This design comes from an exercise in tuning for small area, a short achievable clock period and few clock cycles per item on the open sky130 flow, not from production work.
RTL that was checked went through simulation tests only; none was proved equivalent to the original.
No functional check of the RTL was part of run 2.

$ cat design/flow/run.sh
#!/bin/bash
# synth_recipe.tcl (not shown) runs the flow's synth.tcl, then flattens the netlist and writes it again
# the make line also repeats each setting of config.mk as NAME=value (left out here)
make -C /OpenROAD-flow-scripts/flow DESIGN_CONFIG=/design/flow/config.mk WORK_HOME=/design/flow/orfs CLKGATE_MAP_FILE= SYNTH_SCRIPT=/design/flow/synth_recipe.tcl finish
$ cat design/flow/config.mk
export PLATFORM = sky130hd
export DESIGN_NAME = dsp_block_mapping
export DESIGN_NICKNAME = dsp_block_mapping
export VERILOG_FILES = /design/flow/design.v
export SDC_FILE = /design/flow/constraint.sdc
export NUM_CORES = 4
export LEC_CHECK = 0
export CAP_MARGIN = 20
export CORE_MARGIN = 2
export CORE_UTILIZATION = 40
export SLEW_MARGIN = 20
$ cat design/flow/constraint.sdc
create_clock -name core_clock -period 55.0 [get_ports {clk}]
set_input_delay 11.0000 -clock core_clock [delete_from_list [all_inputs] [get_ports {clk}]]
set_output_delay 11.0000 -clock core_clock [all_outputs]
set_load 0.01 [all_outputs]
$ cat design/flow/design.v
`timescale 1ns/1ps
package dsp_mapping_pkg;
    typedef enum logic [1:0] {
        INTERLEAVED_MAP = 2'b00,
        BLOCKED_MAP     = 2'b01,
        BANK_CONS_MAP   = 2'b10,
        ADAPTIVE_MAP    = 2'b11
    } mapping_mode_t;
    typedef struct packed {
        logic [15:0] block_id;
        logic [7:0]  memory_bank;
        logic [7:0]  cache_line;
        logic [31:0] base_address;
        logic        valid;
    } block_mapping_t;
    typedef struct packed {
        logic [7:0]  num_memory_banks;
        logic [7:0]  cache_lines_per_bank;
        logic [15:0] block_size_bytes;
        logic [15:0] max_blocks;
    } system_config_t;
endpackage
module dsp_block_mapping #(
    parameter NUM_BANKS         = 8,
    parameter CACHE_LINES       = 16,
    parameter BLOCK_SIZE_BYTES  = 64,
    parameter ADDR_WIDTH        = 32,
    parameter BLOCK_ID_WIDTH    = 16
)(
    input  logic                         clk,
    input  logic                         rst_n,
    input  logic [1:0]                   map_mode,
    input  logic [47:0]                  sys_config,
    input  logic                         map_req_valid,
    input  logic [BLOCK_ID_WIDTH-1:0]    block_id,
    input  logic [ADDR_WIDTH-1:0]        base_addr,
    output logic                         map_ready,
    output logic [64:0]                  mapping_result,
    output logic                         map_result_valid,
    input  logic                         map_result_ready,
    output logic [31:0]                  bank_conflict_count,
    output logic [31:0]                  cache_miss_count
);
    dsp_mapping_pkg::system_config_t cfg;
    dsp_mapping_pkg::block_mapping_t result_q;
    assign cfg = sys_config;
    assign mapping_result = result_q;
    logic [7:0] calculated_bank;
    logic [7:0] calculated_cache_line;
    logic [ADDR_WIDTH-1:0] calculated_addr;
    logic mapping_valid;
    logic [NUM_BANKS-1:0] bank_access_history;
    logic bank_conflict_detected;
    logic [CACHE_LINES-1:0] cache_line_history;
    logic cache_miss_detected;
    function automatic logic [7:0] interleaved_mapping(
        input logic [BLOCK_ID_WIDTH-1:0] block_id,
        input logic [7:0] num_banks
    );
        interleaved_mapping = block_id % num_banks;
    endfunction
    function automatic logic [7:0] blocked_mapping(
        input logic [BLOCK_ID_WIDTH-1:0] block_id,
        input logic [7:0] num_banks,
        input logic [15:0] block_stride
    );
        logic [15:0] block_group;
        block_group = block_id / block_stride;
        blocked_mapping = block_group % num_banks;
    endfunction
    function automatic logic [7:0] calculate_cache_line(
        input logic [BLOCK_ID_WIDTH-1:0] block_id,
        input logic [ADDR_WIDTH-1:0] base_addr,
        input logic [15:0] block_size
    );
        logic [ADDR_WIDTH-1:0] block_addr;
        block_addr = base_addr + (block_id * block_size);
        calculate_cache_line = block_addr[7:0] % CACHE_LINES;  
    endfunction
    function automatic logic [ADDR_WIDTH-1:0] calculate_base_address(
        input logic [BLOCK_ID_WIDTH-1:0] block_id,
        input logic [ADDR_WIDTH-1:0] system_base,
        input logic [15:0] block_size
    );
        calculate_base_address = system_base + (block_id * block_size);
    endfunction
    typedef enum logic [2:0] {
        IDLE        = 3'b000,
        CALC_BANK   = 3'b001,
        CALC_CACHE  = 3'b010,
        CHECK_CONF  = 3'b011,
        OUTPUT_MAP  = 3'b100,
        WAIT_READY  = 3'b101
    } mapping_state_t;
    mapping_state_t current_state, next_state;
    always_ff @(posedge clk or negedge rst_n) begin
        if (!rst_n) begin
            current_state <= IDLE;
        end else begin
            current_state <= next_state;
        end
    end
    always_comb begin
        next_state = current_state;
        case (current_state)
            IDLE: begin
                if (map_req_valid && map_ready) begin
                    next_state = CALC_BANK;
                end
            end
            CALC_BANK: begin
                next_state = CALC_CACHE;
            end
            CALC_CACHE: begin
                next_state = CHECK_CONF;
            end
            CHECK_CONF: begin
                next_state = OUTPUT_MAP;
            end
            OUTPUT_MAP: begin
                next_state = WAIT_READY;
            end
            WAIT_READY: begin
                if (map_result_ready) begin
                    next_state = IDLE;
                end
            end
            default: next_state = IDLE;
        endcase
    end
    assign map_ready = (current_state == IDLE);
    always_ff @(posedge clk or negedge rst_n) begin
        if (!rst_n) begin
            calculated_bank      <= '0;
            calculated_cache_line <= '0;
            calculated_addr      <= '0;
            mapping_valid        <= '0;
            result_q             <= '0;
        end else begin
            case (current_state)
                CALC_BANK: begin
                    case (map_mode)
                        dsp_mapping_pkg::INTERLEAVED_MAP: begin
                            calculated_bank <= interleaved_mapping(
                                block_id, cfg.num_memory_banks
                            );
                        end
                        dsp_mapping_pkg::BLOCKED_MAP: begin
                            calculated_bank <= blocked_mapping(
                                block_id, 
                                cfg.num_memory_banks,
                                cfg.block_size_bytes
                            );
                        end
                        default: begin
                            calculated_bank <= interleaved_mapping(
                                block_id, cfg.num_memory_banks
                            );
                        end
                    endcase
                    calculated_addr <= calculate_base_address(
                        block_id, base_addr, cfg.block_size_bytes
                    );
                end
                CALC_CACHE: begin
                    calculated_cache_line <= calculate_cache_line(
                        block_id, calculated_addr, cfg.block_size_bytes
                    );
                end
                OUTPUT_MAP: begin
                    result_q.block_id      <= block_id;
                    result_q.memory_bank   <= calculated_bank;
                    result_q.cache_line    <= calculated_cache_line;
                    result_q.base_address  <= calculated_addr;
                    result_q.valid         <= 1'b1;
                    mapping_valid <= 1'b1;
                end
                WAIT_READY: begin
                    if (map_result_ready) begin
                        mapping_valid <= 1'b0;
                        result_q.valid <= 1'b0;
                    end
                end
                default: begin
                    mapping_valid <= 1'b0;
                    result_q.valid <= 1'b0;
                end
            endcase
        end
    end
    assign map_result_valid = mapping_valid;
    always_ff @(posedge clk or negedge rst_n) begin
        if (!rst_n) begin
            bank_access_history <= '0;
            bank_conflict_count <= '0;
        end else if (map_result_valid && map_result_ready) begin
            bank_conflict_detected = bank_access_history[calculated_bank];
            bank_access_history <= (1 << calculated_bank);
            if (bank_conflict_detected) begin
                bank_conflict_count <= bank_conflict_count + 1;
            end
        end
    end
    always_ff @(posedge clk or negedge rst_n) begin
        if (!rst_n) begin
            cache_line_history <= '0;
            cache_miss_count   <= '0;
        end else if (map_result_valid && map_result_ready) begin
            cache_miss_detected = ~cache_line_history[calculated_cache_line];
            cache_line_history[calculated_cache_line] <= 1'b1;
            if (cache_miss_detected) begin
                cache_miss_count <= cache_miss_count + 1;
            end
        end
    end
endmodule
==> impl_metrics.toml, run 1 <==
[outcome]
result_of_the_run = "finished clean"

[critical_path]
timing.rr.start = "calculated_cache_line[0]"
critical_path.max_stage_delay_ns = 0.60
endpoint_kind = "register"
timing.rr.end = "cache_miss_count[31]"
worst_setup_path_start_kind = "input port"
timing.reg2reg.setup_slack_ns = 51.24
slowest_cell_on_the_critical_path = "sky130_fd_sc_hd__or4_4"
reg2regPathDepth = 12
worstPathArrival_ns = 52.60
timing.critical_path.mode_cell = "sky130_fd_sc_hd__o21a_1"
timing.critical_path.fanout_max = 25
crit_path_class = "in2reg"
critical_path_required_ns = 55.31

[routing]
num_vias = 24480
detailedRoute.firstIterationViolations = 1295
via_per_inst = 5.364
final_antenna_net_count = 0
detailedRoute.firstPassIterationCount = 5
wirelength_um = 74820
drt_drc_violations_left = 0
wl_per_cell_um = 16.39

[place]
io_buffer_count = 204
placed_cells = 4522
dpl_worst_slack_ns = 0.1567
sum_of_net_half_perimeters_after_detailed_placement_um = 60090
gp_congestion = 0.8536
place_area_mm2 = 0.03261

[clock_tree]
cts.htree.levels = 4
tritoncts = "yes"
clock_sinks = 196
cts_inserted_buffers = 17
hold_buffers = 0
clock_tree.root_cell = "sky130_fd_sc_hd__clkbuf_16"
clock_latency_ns = 0.45
clk_pin_slew_worst_paths_ns = 0.08
worst_case_clock_buffer_depth = 2

[global_routing]
grt_pass1_wl_um = 121600
globalRouteOverflowTotal = 0
global_router_s_overall_resource_usage = 0.1991
grt_max_degree = 98
vias_in_the_first_global_route = 23670
number_of_antenna_violations_at_the_first_check_in_global_routing = 3

[die]
die_width_um = 273.4
core-area_mm2 = 0.07161
die_h_um = 273.4
placementRows = 98
initial_utilization = 0.4054
design.die.area_mm2 = 0.07474
ios = 233

[synth]
post_synthesis_sequential_area_ratio = 0.1690
postSynthRegisterBits = 196
synth-edff-count = 0
mappedNetlistArea_mm2 = 0.02903
post_synth_inst_count = 3382
syn-mean-instance-area_um2 = 8.583
synthDistinctLibCells = 102
synth_warnings = 1
asyncSetResetFlopFracSynth = 1.000
synth_flop_cell = "sky130_fd_sc_hd__dfrtp_1"

[sta]
final_max_slew_viol_count = 0
setup_viol_count_final = 0
hold_viol = 0
slew_headroom = 0.3429
holdWs_ns = 0.4538
achievable-frequency_mhz = 19.12
fin_setup_tns_ns = 0
setup_slack_ns = 2.707
tightestPinTransition_ns = 0.9846
clk_skew_ns = 0.01643
min_period_over_period = 0.9508
fin_crit_ns = 52.29

[layout]
final-instance-count-excl-fill = 4564
area_delta_synth_final_pct = 15.49
finalCoreUtilization = 0.4682
final_layout_size_suffix_gt1_frac = 0.1065
diodes_inserted = 0
final_design_area_no_fill_mm2 = 0.03352
fillers = 7090
finish.net_count = 4285

[min_path]
hp-class = "reg2reg"
worst_hold_path.num_cells = 1
holdPathEnd = "cache_line_history[15]"
min_from = "cache_line_history[15]"

[job]
maxCapViolations = 0
cell usage after synthesis, drive strengths merged (5+ instances only):
cell       n  area, um2
o22ai      6      43.79
nand2    398       1494
mux4       7      157.7
o21ai    154      778.3
xnor2    126       1104
o31ai     53      397.9
ha       385       4817
nand4     20      125.1
nand2b    28      175.2
nor2b     26      162.7
or3       19      118.9
nor3     123      626.9
o211ai    22      193.9
dfrtp    196       4905
a211oi    10      80.07
and4      10      90.09
a21boi    13      101.3
o41ai      6      60.06
or2       21      131.4
and3      24      150.1
nand3     59      300.3
a21oi    135      690.7
a21o      76      570.6
inv      307       1152
a31o       5      43.79
buf       22      118.9
mux2i     26      260.3
nor2     247      927.1
xor2      72      630.6
fa       197       3944
a32o       5      50.05
clkbuf   100      375.4
o211a     10      100.1
or4        6      52.55
a311oi     6      52.55
o21a     114      857.1
o2111ai    9      78.83
o21bai    18      135.1
mux2     136       1531
a211o      7      61.31
and2      83      519.3
a31oi     15      93.84
nor4      15      151.4
cell usage in the layout, fill, tap and decap left out, types with 14 or more instances in the layout:
cell,instances
sky130_fd_sc_hd__nor2_1,243
sky130_fd_sc_hd__nand2b_1,28
sky130_fd_sc_hd__o21ai_1,16
sky130_fd_sc_hd__o31ai_1,47
sky130_fd_sc_hd__a31oi_1,14
sky130_fd_sc_hd__ha_1,385
sky130_fd_sc_hd__a21o_1,75
sky130_fd_sc_hd__o21a_1,113
sky130_fd_sc_hd__nor2b_1,26
sky130_fd_sc_hd__clkdlybuf4s50_1,202
sky130_fd_sc_hd__mux2i_1,24
sky130_fd_sc_hd__nor3_1,121
sky130_fd_sc_hd__nand2_1,398
sky130_fd_sc_hd__or3_1,19
sky130_fd_sc_hd__o211ai_1,18
sky130_fd_sc_hd__or2_2,20
sky130_fd_sc_hd__o21ai_0,133
sky130_fd_sc_hd__a21oi_1,125
sky130_fd_sc_hd__and2_1,83
sky130_fd_sc_hd__xor2_1,72
sky130_fd_sc_hd__dfrtp_1,196
sky130_fd_sc_hd__clkbuf_16,17
sky130_fd_sc_hd__o21bai_1,17
sky130_fd_sc_hd__nand4_1,20
sky130_fd_sc_hd__mux2_2,135
sky130_fd_sc_hd__xnor2_1,126
sky130_fd_sc_hd__inv_1,306
sky130_fd_sc_hd__fa_1,197
sky130_fd_sc_hd__buf_4,111
sky130_fd_sc_hd__nand3_1,58
sky130_fd_sc_hd__and3_1,24
routing by layer:
metal  track usage  part of all wire  vias up
met1        0.2736              0.48    11810
li1              -                 -    12190
met2        0.3421              0.47      414
met3       0.01754             0.034       58
met5             0           0.00048        -
met4       0.03782             0.014        6
critical path: cells and delay by family:
kind                     cells  cell delay [ns]
AO/OA/AOI/OAI              128            23.17
AND/OR/NAND/NOR             42             6.89
adder cells (fa/ha/maj)     20             5.97
buffers and inverters       15             2.77
multiplexers                 9             2.51
XOR/XNOR                     1             0.14
worst max-delay path by stage:
stage / startpoint / end / slack (ns)
CTS: sys_config[19] / calculated_bank[3] / 0.41
detailed placement: sys_config[19] / calculated_bank[3] / 0.16
global route: sys_config[31] / calculated_bank[6] / -0.16
floorplan: sys_config[29] / calculated_bank[0] / 1.41
global placement: sys_config[19] / calculated_bank[3] / 0.45
finish: sys_config[31] / calculated_bank[3] / 2.71
area by class of cell:
type	count	area, um2	area share
clock buffers	17	425.4	0.01269
clock inverters	15	187.7	0.005598
inverters	307	1152	0.03437
multi-input cells	2760	22720	0.6777
flip-flops and latches	196	4905	0.1463
well taps	950	1189	0.03546
repair buffers	319	2945	0.08786
registers in the layout, indices dropped and copies added, names as in the netlist:
register               cells
calculated_cache_line      4
result_q                  61
bank_access_history        8
cache_line_history        16
calculated_addr           32
bank_conflict_count       32
current_state              3
cache_miss_count          32
calculated_bank            8
cell families (layout without fill, tap and decap cells):
logic type / after synthesis / in the layout / share of synthesized area
other: 1 / 4 / 0.0001292
multiplexers: 169 / 169 / 0.06715
adder cells (fa/ha/maj): 582 / 582 / 0.3018
buffers and inverters: 429 / 658 / 0.05672
AND/OR/NAND/NOR: 1098 / 1098 / 0.1786
XOR/XNOR: 198 / 198 / 0.05974
flip-flops: 196 / 196 / 0.1690
AO/OA/AOI/OAI: 709 / 709 / 0.1669
repair_timing:
item,4_1_cts,5_1_grt
hold endpoints to repair,0,0
resized for setup,0,54
endpoints found under the setup margin,0,8
setup buffers,0,10
Testbench counts, summed over its fixed seeds: cycles 72,000, items 12,000.
==> run 2: changes to the inputs <==
==> design/flow/design.v (replaced) <==
`timescale 1ns/1ps
module dsp_block_mapping #(
    parameter NUM_BANKS         = 8,
    parameter CACHE_LINES       = 16,
    parameter BLOCK_SIZE_BYTES  = 64,
    parameter ADDR_WIDTH        = 32,
    parameter BLOCK_ID_WIDTH    = 16
)(
    input  logic                         clk,
    input  logic                         rst_n,
    input  logic [1:0]                   map_mode,
    input  logic [47:0]                  sys_config,
    input  logic                         map_req_valid,
    input  logic [BLOCK_ID_WIDTH-1:0]    block_id,
    input  logic [ADDR_WIDTH-1:0]        base_addr,
    output logic                         map_ready,
    output logic [64:0]                  mapping_result,
    output logic                         map_result_valid,
    input  logic                         map_result_ready,
    output logic [31:0]                  bank_conflict_count,
    output logic [31:0]                  cache_miss_count
);
    localparam int SPLIT = 10;   
    logic [15:0] bs;
    logic [2:0]  bank_mask;
    logic        blocked;
    assign bs        = sys_config[31:16];
    assign bank_mask = {sys_config[43], sys_config[43] | sys_config[42],
                        sys_config[43] | sys_config[42] | sys_config[41]};
    assign blocked   = (map_mode == 2'b01);
    logic vld_q, busy_q;
    logic req_hs, res_hs;
    assign map_ready = ~(vld_q | busy_q);
    assign req_hs    = map_req_valid & map_ready;
    assign res_hs    = vld_q & map_result_ready;
    logic [15:0] id_q;
    logic [2:0]  bank_q;
    logic [3:0]  line_q;
    logic [31:0] addr_q;
    assign mapping_result   = {id_q, 5'd0, bank_q, 4'd0, line_q, addr_q, vld_q};
    assign map_result_valid = vld_q;
    logic [31:0] prod, addr_d;
    logic [3:0]  line_d;
    assign prod   = block_id * bs;
    assign addr_d = base_addr + prod;
    assign line_d = addr_d[3:0] + prod[3:0];
    logic [15:0] r0 [16:0];    
    assign r0[16] = '0;
    genvar j;
    generate
        for (j = 15; j >= SPLIT; j--) begin : g_hi
            localparam int W = 16 - j;
            logic [W-1:0] t;
            logic [W:0]   d;
            logic         ge;
            if (W == 1) begin : g_w1
                assign t = block_id[j];
            end else begin : g_wn
                assign t = {r0[j+1][W-2:0], block_id[j]};
            end
            assign d  = {1'b0, t} - {1'b0, bs[W-1:0]};
            if (W < 16) begin : g_hz
                assign ge = ~d[W] & ~|bs[15:W];
            end else begin : g_nhz
                assign ge = ~d[W];
            end
            assign r0[j] = {{(16-W){1'b0}}, ge ? d[W-1:0] : t};
        end
    endgenerate
    logic [15:0] bs_q;
    logic [16-SPLIT-1:0] rem_q;
    logic [15:0] r1 [SPLIT:0];
    logic [2:0]  q1;
    assign r1[SPLIT] = {{SPLIT{1'b0}}, rem_q};
    generate
        for (j = SPLIT-1; j >= 0; j--) begin : g_lo
            localparam int W = 16 - j;
            logic [W-1:0] t;
            logic [W:0]   d;
            logic         ge;
            assign t = {r1[j+1][W-2:0], id_q[j]};
            assign d = {1'b0, t} - {1'b0, bs_q[W-1:0]};
            if (W < 16) begin : g_hz
                assign ge = ~d[W] & ~|bs_q[15:W];
            end else begin : g_nhz
                assign ge = ~d[W];
            end
            assign r1[j] = {{(16-W){1'b0}}, ge ? d[W-1:0] : t};
            if (j < 3) begin : g_q
                assign q1[j] = ge;
            end
        end
    endgenerate
    always_ff @(posedge clk or negedge rst_n) begin
        if (!rst_n) begin
            vld_q  <= 1'b0;
            busy_q <= 1'b0;
        end else begin
            if (req_hs) begin
                busy_q <= blocked;
                vld_q  <= ~blocked;
            end else if (busy_q) begin
                busy_q <= 1'b0;
                vld_q  <= 1'b1;
            end else if (res_hs) begin
                vld_q  <= 1'b0;
            end
        end
    end
    always_ff @(posedge clk) begin
        id_q   <= block_id;
        addr_q <= addr_d;
        line_q <= line_d;
        bs_q   <= bs;
        rem_q  <= r0[SPLIT][16-SPLIT-1:0];
        bank_q <= blocked ? (q1 & bank_mask) : (block_id[2:0] & bank_mask);
    end
    logic [2:0]  last_bank_q;
    logic        have_last_q;
    logic [15:0] seen_q;
    logic [4:0]  miss_q;
    logic [31:0] conf_q;
    always_ff @(posedge clk or negedge rst_n) begin
        if (!rst_n) begin
            last_bank_q <= '0;
            have_last_q <= 1'b0;
            seen_q      <= '0;
            miss_q      <= '0;
            conf_q      <= '0;
        end else if (res_hs) begin
            last_bank_q <= bank_q;
            have_last_q <= 1'b1;
            if (have_last_q && last_bank_q == bank_q)
                conf_q <= conf_q + 32'd1;
            if (!seen_q[line_q])
                miss_q <= miss_q + 5'd1;
            seen_q[line_q] <= 1'b1;
        end
    end
    assign bank_conflict_count = conf_q;
    assign cache_miss_count    = {27'd0, miss_q};
endmodule
==> impl_metrics.toml, run 2 <==
[routing]
detailedRoute.firstPassIterationCount = 5
detailedRoute.firstIterationViolations = 905
wl_per_cell_um = 17.16
drt_drc_violations_left = 0
num_vias = 17840
via_per_inst = 5.321
wirelength_um = 57510
final_antenna_net_count = 0

[die]
die_width_um = 234.8
ios = 233
die_h_um = 234.8
initial_utilization = 0.4053
design.die.area_mm2 = 0.05511
core-area_mm2 = 0.05255
placementRows = 84

[sta]
slew_headroom = 0.2276
min_period_over_period = 0.4118
setup_viol_count_final = 0
achievable-frequency_mhz = 44.15
final_max_slew_viol_count = 0
fin_crit_ns = 22.65
fin_setup_tns_ns = 0
clk_skew_ns = 0.01643
tightestPinTransition_ns = 1.155
setup_slack_ns = 32.35
hold_viol = 0
rsz_0062_raised_after_global_routing = "no"

[critical_path]
crit_path_class = "reg2reg"
endpoint_kind = "register"
worstPathArrival_ns = 23.00
critPathLaunch = "bs_q[2]"
slowest_cell_on_the_critical_path = "sky130_fd_sc_hd__a31oi_1"
critical_path_required_ns = 55.35
crit_path_max_delay_family = "compound AO/OA/AOI/OAI gates"
timing.critical_path.mode_cell = "sky130_fd_sc_hd__ha_1"
worst_setup_path_start_kind = "register"
reg2regPathDepth = 85
timing.critical_path.fanout_max = 17
cp.buffers_inverters = 7
critical_path.max_stage_delay_ns = 0.70
timing.reg2reg.setup_slack_ns = 32.35
timing.rr.start = "bs_q[2]"
timing.rr.end = "bank_q[0]"

[clock_tree]
clock_sinks = 136
post_cts_repair_setup_buffers = 0
hold_buffers = 0
tritoncts = "yes"
clock_tree.root_cell = "sky130_fd_sc_hd__clkbuf_16"
cts_inserted_buffers = 17
worst_case_clock_buffer_depth = 2
cts.htree.levels = 4
clock_latency_ns = 0.49
post_cts.resized_instances = 0
clk_pin_slew_worst_paths_ns = 0.07

[synth]
synthDominantAreaCellType = "sky130_fd_sc_hd__fa_1"
synthDistinctLibCells = 75
post_synthesis_sequential_area_ratio = 0.1417
netlist.area_leader.share = 0.1974
synth_flop_cell = "sky130_fd_sc_hd__dfxtp_1"
synth_top_cells_by_count = "sky130_fd_sc_hd__inv_1 (320), sky130_fd_sc_hd__ha_1 (284), sky130_fd_sc_hd__nand2_1 (282)"
yosys-top-cells-area = "sky130_fd_sc_hd__fa_1 (20%), sky130_fd_sc_hd__ha_1 (17%), sky130_fd_sc_hd__dfxtp_1 (7.2%)"
asyncSetResetFlopFracSynth = 0.4338
syn-mean-instance-area_um2 = 8.537
synth_warnings = 3
post_synth_inst_count = 2495
most_instantiated_library_cell_after_synthesis = "sky130_fd_sc_hd__inv_1"
mappedNetlistArea_mm2 = 0.02130
synth-edff-count = 0
postSynthRegisterBits = 136

[global_routing]
grt_pass1_wl_um = 94720
global_router_s_overall_resource_usage = 0.2118
vias_in_the_first_global_route = 18340
number_of_antenna_violations_at_the_first_check_in_global_routing = 5
globalRouteOverflowTotal = 0
grt_max_degree = 60

[outcome]
result_of_the_run = "finished clean"

[min_path]
holdPathEnd = "seen_q[14]"
min_from = "seen_q[14]"
hp-class = "reg2reg"
worst_hold_path.num_cells = 1

[layout]
final_layout_size_suffix_gt1_frac = 0.04925
finish.net_count = 3243
registers_with_the_most_flip_flops = "addr_q (32), conf_q (32)"
final_common_cell = "sky130_fd_sc_hd__inv_1"
finalCoreUtilization = 0.4627
area_delta_synth_final_pct = 14.15
mostFrequentLayoutCells = "sky130_fd_sc_hd__inv_1 (320), sky130_fd_sc_hd__ha_1 (284), sky130_fd_sc_hd__nand2_1 (282)"

[place]
io_buffer_count = 167
gp_congestion = 0.9270
dpl_worst_slack_ns = 32.77
sum_of_net_half_perimeters_after_detailed_placement_um = 45450

[job]
maxCapViolations = 0
==> run 2: how the worst max path moves through the flow <==
| stage | end | slack [ns] | depth (start not counted) |
|---|---|---|---|
| after floorplan | bank_q[0] | 35.74 | 87 |
| after global placement | bank_q[0] | 33.06 | 84 |
| after detailed placement | bank_q[0] | 32.77 | 84 |
| after CTS | bank_q[0] | 32.64 | 84 |
| after global routing | bank_q[0] | 30.69 | 84 |
| final | bank_q[0] | 32.35 | 85 |
==> run 2: metal layers <==
metal / up-vias / global-route usage / routed length (um)
met1: 8750 / 0.2691 / 25140
met4: 0 / 0.07365 / 1513
met5: - / 0 / 0
met2: 393 / 0.3632 / 28320
met3: 86 / 0.03501 / 2540
li1: 8606 / - / -
==> run 2: cell type report <==
cell class                      count  area, um2
Antenna cell                        4      10.01
Clock buffer                       17      425.4
Fill cell                        5175      28240
Clock inverter                     15      193.9
Inverter                          320       1201
Sequential cell                   136       3018
Tap cell                          688      860.8
Timing Repair Buffer              201       1922
Multi-Input combinational cell   1971      16680
==> run 2: logic make-up after synthesis <==
| family | synth area share |
|---|---|
| DFF | 0.1417 |
| adders and majority gates | 0.3642 |
| and+or+nand+nor | 0.1643 |
| other | 0.0001761 |
| buffers and inverters | 0.08148 |
| AOI/OAI and AO/OA | 0.1488 |
| xor gates and xnor gates | 0.07196 |
| muxes | 0.02743 |
==> run 2: through the flow <==
stage / std cells / cell area [um2] / hold WS (ns)
5_1_grt: 3352 / 24310 / 0.4698
4_1_cts: 3348 / 24300 / 0.4554
2_1_floorplan: 2530 / 21430 / 0.4226
3_3_place_gp: 3316 / 23680 / 0.4335
3_5_place_dp: 3316 / 23680 / 0.4402
6_report: 3352 / 24310 / 0.4549

-- static timing again, ports no longer ideal --
The results above use ideal ports. As a check the final layouts listed here were re-extracted and re-timed, cells and wires unchanged. Step 1: set_driving_cell puts a clkbuf_16 on clk and a buf_2 on each other input, an assumption about the parent block. Step 2 times the ports against the registers' clock, not the clock port: input delays grow and output delays shrink by t, the midpoint of the rising clock arrivals with the driver on. a / b / c = ideal / step 1 / step 2; a / b = the first two.
run | t (ns) | setup WS [ns] | hold slack, ns | worst setup path at the end | cell pins on the clock port's net
run 1 | 0.498 | 2.707 / 2.731 / 2.233 | 0.454 / 0.454 / 0.454 | input to register | 1
run 2 | 0.532 | 32.352 / 32.352 / 32.352 | 0.455 / 0.455 / 0.455 | register to register | 1
After both steps setup and hold are still met in every run listed. The setup slack of run 1, which loses most, moves by +0.024 ns with the drivers and by -0.474 ns with both steps.
